From an optimization exercise on the open Yosys and OpenROAD flow, aimed at small area; shortcuts taken in it are not production practice. Only simulation tests tie the RTL to the original design; equivalence was not proved. No activity file was given, so power comes from the tool's default toggle rates.

`flow/config.mk`:
```
export PLATFORM = sky130hd
export DESIGN_NAME = alu_64
export DESIGN_NICKNAME = alu_64
export VERILOG_FILES = /design/flow/design.v
export SDC_FILE = /design/flow/constraint.sdc
export NUM_CORES = 4
export LEC_CHECK = 0
export CAP_MARGIN = 35
export CORE_MARGIN = 2
export CORE_UTILIZATION = 30
export SETUP_SLACK_MARGIN = 0.2
export SLEW_MARGIN = 30
export SYNTH_HIERARCHICAL = 1
export SYNTH_MINIMUM_KEEP_SIZE = 0
```
`flow/constraint.sdc`:
```
create_clock -name core_clock -period 8.0 [get_ports {clk}]
set_input_delay 1.6000 -clock core_clock [delete_from_list [all_inputs] [get_ports {clk}]]
set_output_delay 1.6000 -clock core_clock [all_outputs]
set_load 0.01 [all_outputs]
```
`flow/design.v`:
```
`timescale 1ns / 1ps
module alu_omux (input s, input sn, input x, input y, output z);
	assign z = ~((sn | x) & (s | y));
endmodule
module alu_xor2 (input a, input b, output y);
	assign y = a ^ b;
endmodule
module alu_xnor2 (input a, input b, output y);
	assign y = ~(a ^ b);
endmodule
module alu_nand2 (input a, input b, output y);
	assign y = ~(a & b);
endmodule
module alu_ha (input a, input b, output s, output c);
	assign s = a ^ b;
	assign c = a & b;
endmodule
module alu_a222oi (input a1, input a2, input b1, input b2, input c1, input c2, output y);
	assign y = ~((a1 & a2) | (b1 & b2) | (c1 & c2));
endmodule
module alu_cla4 (input [3:0] p, input [3:0] g, input cin, output [3:1] c, output G, output P);
	assign c[1] = g[0] | (p[0] & cin);
	assign c[2] = g[1] | (p[1] & c[1]);
	assign c[3] = g[2] | (p[2] & c[2]);
	assign G = g[3] | (p[3] & g[2]) | (p[3] & p[2] & g[1]) | (p[3] & p[2] & p[1] & g[0]);
	assign P = &p;
endmodule
module alu_64 (
	input		[63:0]	A,
	input		[63:0]	B,
	output reg	[63:0]	Z,
	output reg			overflow,
	input		[3:0]	aluctrl,
	input 		[63:0]	cmp_val,
	input		clk,
	input		reset
	);
	wire	[15:0]	dec = 16'b1 << aluctrl;
	wire	run = ~reset;
	wire	sub = dec[1];
	wire	inv = dec[1] | dec[4];		 
	wire	kA = run & (dec[0] | dec[1]);	 
	wire	kG = run & (dec[2] | dec[3]);	 
	wire	kP = run & (dec[3] | dec[4]);	 
	wire	kS = run & (dec[6] | dec[7]);	 
	wire	kE = run & dec[5];
	wire	kE16 = run & dec[8];
	wire	kT = run & (dec[9] | dec[10]);
	wire	left = ~(aluctrl[3] ^ aluctrl[0]);	 
	wire	leftn = ~left;
	wire	[5:0]	sa = B[5:0];
	wire	[5:0]	san = ~B[5:0];
	genvar i, j, k;
	wire	[63:0]	bx, p, g;
	generate for (i = 0; i < 64; i = i + 1) begin : g_pg
		alu_xor2 u_bx (.a(B[i]), .b(inv), .y(bx[i]));
		alu_ha u_ha (.a(A[i]), .b(bx[i]), .s(p[i]), .c(g[i]));
	end endgenerate
	wire	[64:0]	c;
	wire	[15:0]	G, P;
	wire	[3:0]	SG, SP;
	wire	[4:0]	SC;
	assign SC[0] = sub;
	generate for (j = 0; j < 4; j = j + 1) begin : g_sg
		alu_cla4 u_sg (.p(P[4*j+3:4*j]), .g(G[4*j+3:4*j]), .cin(SC[j]),
			.c({c[16*j+12], c[16*j+8], c[16*j+4]}), .G(SG[j]), .P(SP[j]));
		assign SC[j+1] = SG[j] | (SP[j] & SC[j]);
		assign c[16*j] = SC[j];
	end endgenerate
	assign c[64] = SC[4];
	generate for (j = 0; j < 16; j = j + 1) begin : g_grp
		alu_cla4 u_g (.p(p[4*j+3:4*j]), .g(g[4*j+3:4*j]), .cin(c[4*j]),
			.c(c[4*j+3:4*j+1]), .G(G[j]), .P(P[j]));
	end endgenerate
	wire	[63:0]	y;
	generate for (i = 0; i < 64; i = i + 1) begin : g_sum
		alu_xor2 u_s (.a(p[i]), .b(c[i]), .y(y[i]));
	end endgenerate
	wire	[7*64-1:0]	st;	 
	wire	[63:0]	t;
	generate for (i = 0; i < 64; i = i + 1) begin : g_rin
		alu_omux u (.s(left), .sn(leftn), .x(A[63-i]), .y(A[i]), .z(st[64*(0) + i]));
	end endgenerate
	generate for (k = 0; k < 6; k = k + 1) begin : g_st
		for (i = 0; i < 64; i = i + 1) begin : g_b
			if (i + (1 << k) < 64) begin : g_m
				alu_omux u (.s(sa[k]), .sn(san[k]), .x(st[64*(k) + i + (1 << k)]), .y(st[64*(k) + i]), .z(st[64*(k+1) + i]));
			end else if (k % 2 == 0) begin : g_z0
				assign st[64*(k+1) + i] = ~(sa[k] | st[64*(k) + i]);
			end else begin : g_z1
				assign st[64*(k+1) + i] = ~(san[k] & st[64*(k) + i]);
			end
		end
	end endgenerate
	generate for (i = 0; i < 64; i = i + 1) begin : g_rout
		alu_omux u (.s(left), .sn(leftn), .x(st[64*(6) + 63-i]), .y(st[64*(6) + i]), .z(t[i]));
	end endgenerate
	wire	[63:0]	te;
	generate for (i = 0; i < 64; i = i + 1) begin : g_teq
		alu_xnor2 u (.a(t[i]), .b(cmp_val[i]), .y(te[i]));
	end endgenerate
	wire	teq = &te;
	wire	eq = ~|p;		 
	wire	eq16 = ~|p[15:0];
	wire	[63:0]	w, v, r;
	generate for (i = 0; i < 64; i = i + 1) begin : g_z
		alu_a222oi u_w (.a1(kA), .a2(y[i]), .b1(kP), .b2(p[i]), .c1(kG), .c2(g[i]), .y(w[i]));
		alu_nand2 u_v (.a(kS), .b(t[i]), .y(v[i]));
		alu_nand2 u_r (.a(w[i]), .b(v[i]), .y(r[i]));
	end endgenerate
	always @(posedge clk) begin
		Z <= {r[63:1], r[0] | (kE & eq) | (kE16 & eq16) | (kT & teq)};
		overflow <= kA & (c[63] ^ c[64]);
	end
endmodule
```
`flow/run.sh`:
```
#!/bin/bash
# synth_recipe.tcl (not shown) runs the flow's synth.tcl, then flattens the netlist and writes it again
# the make line also repeats each setting of config.mk as NAME=value (left out here)
make -C /OpenROAD-flow-scripts/flow DESIGN_CONFIG=/design/flow/config.mk WORK_HOME=/design/flow/orfs CLKGATE_MAP_FILE= SYNTH_SCRIPT=/design/flow/synth_recipe.tcl finish
```
==> summary.txt <==
routing by layer:
layer	vias up	part of all wire (%)	global-route usage (%)
li1	6089	-	-
met1	6360	44	43.7
met2	826	44	47.7
met3	90	9.8	6.18
met4	2	2.6	8.80
met5	-	0.024	0
tightest hold or removal path, stage by stage:
cell and delay (ns):
buf_2 0.13, xor2_1 0.14, ha_1 0.24, a222oi_1 0.13
nand2_1 0.09
layout by cell type, fill, tap and decap left out, types with 3 or more instances in the layout:
| master | n |
|---|---|
| o22ai_1 | 449 |
| clkdlybuf4s50_1 | 256 |
| nand2_1 | 204 |
| xor2_1 | 128 |
| xnor2_1 | 66 |
| dfxtp_1 | 65 |
| ha_1 | 64 |
| a222oi_1 | 64 |
| a21o_1 | 62 |
| nor2_1 | 48 |
| a21oi_1 | 41 |
| buf_4 | 23 |
| a31o_1 | 20 |
| o21ai_1 | 20 |
| nand4_1 | 19 |
| nor4_1 | 18 |
| nand3_1 | 11 |
| clkbuf_16 | 9 |
| inv_1 | 6 |
| buf_2 | 6 |
| nor4b_1 | 3 |
| bufinv_16 | 3 |
| buf_12 | 3 |
layout make-up:
| cell class | count | area [um^2] | area share, % |
|---|---|---|---|
| clock inverter | 4 | 98.8 | 0.733 |
| clock buffer | 12 | 256 | 1.90 |
| timing repair buffer | 289 | 2850 | 21.2 |
| multi-input combinational | 1240 | 8400 | 62.3 |
| sequential | 65 | 1300 | 9.65 |
| inverter | 8 | 31.3 | 0.232 |
| tap | 435 | 544 | 4.04 |
power by group through the flow:
stage / sequential [mW] / clock (mW) / combinational (mW)
after floorplan: 0.378 / 0 / 0.747
after global placement: 0.365 / 0 / 1.23
after detailed placement: 0.365 / 0 / 1.23
after CTS: 0.358 / 0.494 / 1.24
after global routing: 0.360 / 0.509 / 1.35
final: 0.358 / 0.489 / 1.28
how the worst max path moves through the flow:
stage	from	endpoint	depth (start not counted)
3_5_place_dp	aluctrl[3]	Z[0]	17
4_1_cts	aluctrl[3]	Z[0]	17
6_report	aluctrl[3]	Z[0]	17
3_3_place_gp	aluctrl[3]	Z[0]	17
5_1_grt	aluctrl[2]	overflow	20
2_1_floorplan	aluctrl[2]	Z[63]	19
per-module statistics from Yosys (local to each module, per instance), a selection:
module	times used	flip-flops and latches
alu_64	1	65
alu_a222oi	64	0
alu_cla4	20	0
alu_ha	64	0
alu_nand2	128	0
alu_xnor2	64	0
registers in the layout (all words and copies together) (netlist names):
| register | count |
|---|---|
| Z | 64 |
| overflow | 1 |
stage by stage:
stage / worst slack (ns) / cells
after floorplan: -0.472 / 1322
after global placement: 1.00 / 2036
after detailed placement: 1.11 / 2037
after CTS: 1.46 / 2053
after global routing: 1.13 / 2053
final: 1.27 / 2053
kinds of logic (layout without fill, tap and decap cells):
kind of cell | Yosys count | count (layout)
DFF | 65 | 65
and+or+nand+nor | 319 | 319
xor gates and xnor gates | 195 | 195
adders and majority gates | 64 | 64
AOI/OAI and AO/OA | 662 | 662
buffers and inverters | 17 | 313
==> summary.txt <==
Finish-stage setup viols 0; most frequent CP cell o22ai_1; total vias in the final route 13,400; DRC 0; mapped cell area 9740 um^2; overall power 2.12 mW; Internal Power 1.19 mW; initial DRC count 2,456; fin. max-slew vios 0; Critical Path Fanout Max 128; vias in the first global route 12,100; Fill cells 3,301; adder-cell share of the synthesized area 8.22%; CORE AREA 31,800 um^2; headroom to the max-slew limit 43.5%; global route total overflow 0; register clock-pin slew on the reported worst setup and hold paths 0.06 ns; post-synthesis sequential area ratio 13.4%; share of layout cells above drive strength 1 3.77%; Clock Path Buffers 2; Pre-antenna DRT Iters 10; EDFF count, synth 0; first-pass GRT wire length 78,500 um; switching share of total power 43.9%; signal arrival time at the worst endpoint 7.03 ns; Synth Area in XOR/XNOR 17.5%; pwr/cell area 158 nW/um^2; hold path start B[3]; CP top delay family compound AO/OA/AOI/OAI gates; RSZ-0062 raised after global routing false; Clock power frac 23.0%; crit path cell chain clkdlybuf4s50_1 -> xor2_4 -> buf_12 -> o22ai_1 -> o22ai_1 -> o22ai_1 -> o22ai_1 -> o22ai_1 -> o22ai_1 -> o22ai_1 -> o22ai_1 -> xnor2_1 -> nand4_1 -> or4_1 -> nor3_2 -> a41oi_1 -> nand2_1; maximum vdd drop 0.105 mV; Post-Synthesis Cells 1,322; Vias/cell 6.51; mux share of post-synthesis cell area 0%; Routed wire per std cell 26.8 um; Seq pwr share 16.8%; initial antenna violation count 1; Final Instance Area 13,500 um^2; hold path depth 5; crit end category flip-flop; hold crit path type primary input to flip-flop; fmax 149 MHz; syn_nets 1,584; final hold vios 0; input/output buffers 262; Starting Density 30.6%; Psw 0.933 mW; Tmin final 6.73 ns; Top FF cell, synth dfxtp_1; WHS 2.00 ns; H-tree depth 3; slowest cell on the critical path clkdlybuf4s50_1; root buffer cell clkbuf_16; Layout Nets 1,875; status complete, no violations; largest net degree at the start of global routing 129; Commonest cells post-synth o22ai_1, nand2_1, xor2_1; Post-Syn Area per Cell 7.37 um^2; Rows 65; simple-gate portion of the synthesized area 14.4%; antenna viol nets, final 0; main combinational cell family by area after synthesis compound AO/OA/AOI/OAI gates; Placed Area 13,100 um^2; Final Util 42.4%; area growth from synthesis to layout 38.4%; Synth Area in Compound Gates 45.6%; worst-margin pin slew 0.848 ns; Worst Setup Path Type primary input to flip-flop; most frequent cell after synthesis o22ai_1; #FFs+latches synth 65; Final Wtd Congestion 1.01; Synth cell types 41; Clock Sinks 65; DRT Wirelength 55,000 um; CP Data Required Time 8.30 ns; CP startpoint kind primary input; CTS buffer count 9; Buf/Inv on CP 2; fraction of registers with async set/reset 0%; CTS tree yes; Yosys top cell by area o22ai_1; full die area 33,900 um^2; hold path endpoint Z[3]; Synth top area share 28.8%; Leakage 5.25 nW; cts repair resizes 0; Max-cap violations 0; final period utilization 84.1%; Die Y 184 um; synthesis warning total 7; synth top area cells o22ai_1, dfxtp_1, xor2_1; post-CTS setup repair buffer count 0; Worst path max stage delay 0.97 ns; Fin Setup TNS 0 ns; Final HPWL DP 43,200 um; Boundary Pins 263; CTS Hold Bufs 0; number of antenna diodes 0; Comb power frac 60.1%; width of the die 184 um; total track usage 31.0%

==> port drivers added, routing unchanged <==
In the flow no input, the clock included, has a driving cell. The finished layout below was timed again as built, in two steps. Step 1 (the two cells are an assumption about what drives the block):
set clk [get_ports {clk}]
set_driving_cell -lib_cell sky130_fd_sc_hd__clkbuf_16 $clk
set_driving_cell -lib_cell sky130_fd_sc_hd__buf_2 [delete_from_list [all_inputs] $clk]
Step 2 also shifts input and output timing later by t, the mid clock arrival at the registers, as if the neighbouring blocks saw the same clock. Slacks: no drivers / after step 1 / after step 2; pairs: no drivers / after step 1.
t (ns): 0.407
slack for setup (ns): 1.271 / 1.296 / 0.888
clock arrival spread, ns: 0.009 / 0.009
slew at the worst register clock pin (ns): 0.06 / 0.06
After both steps this run still meets setup and hold. For this run, drivers alone change the setup slack by +0.025 ns; drivers and shift together by -0.383 ns.
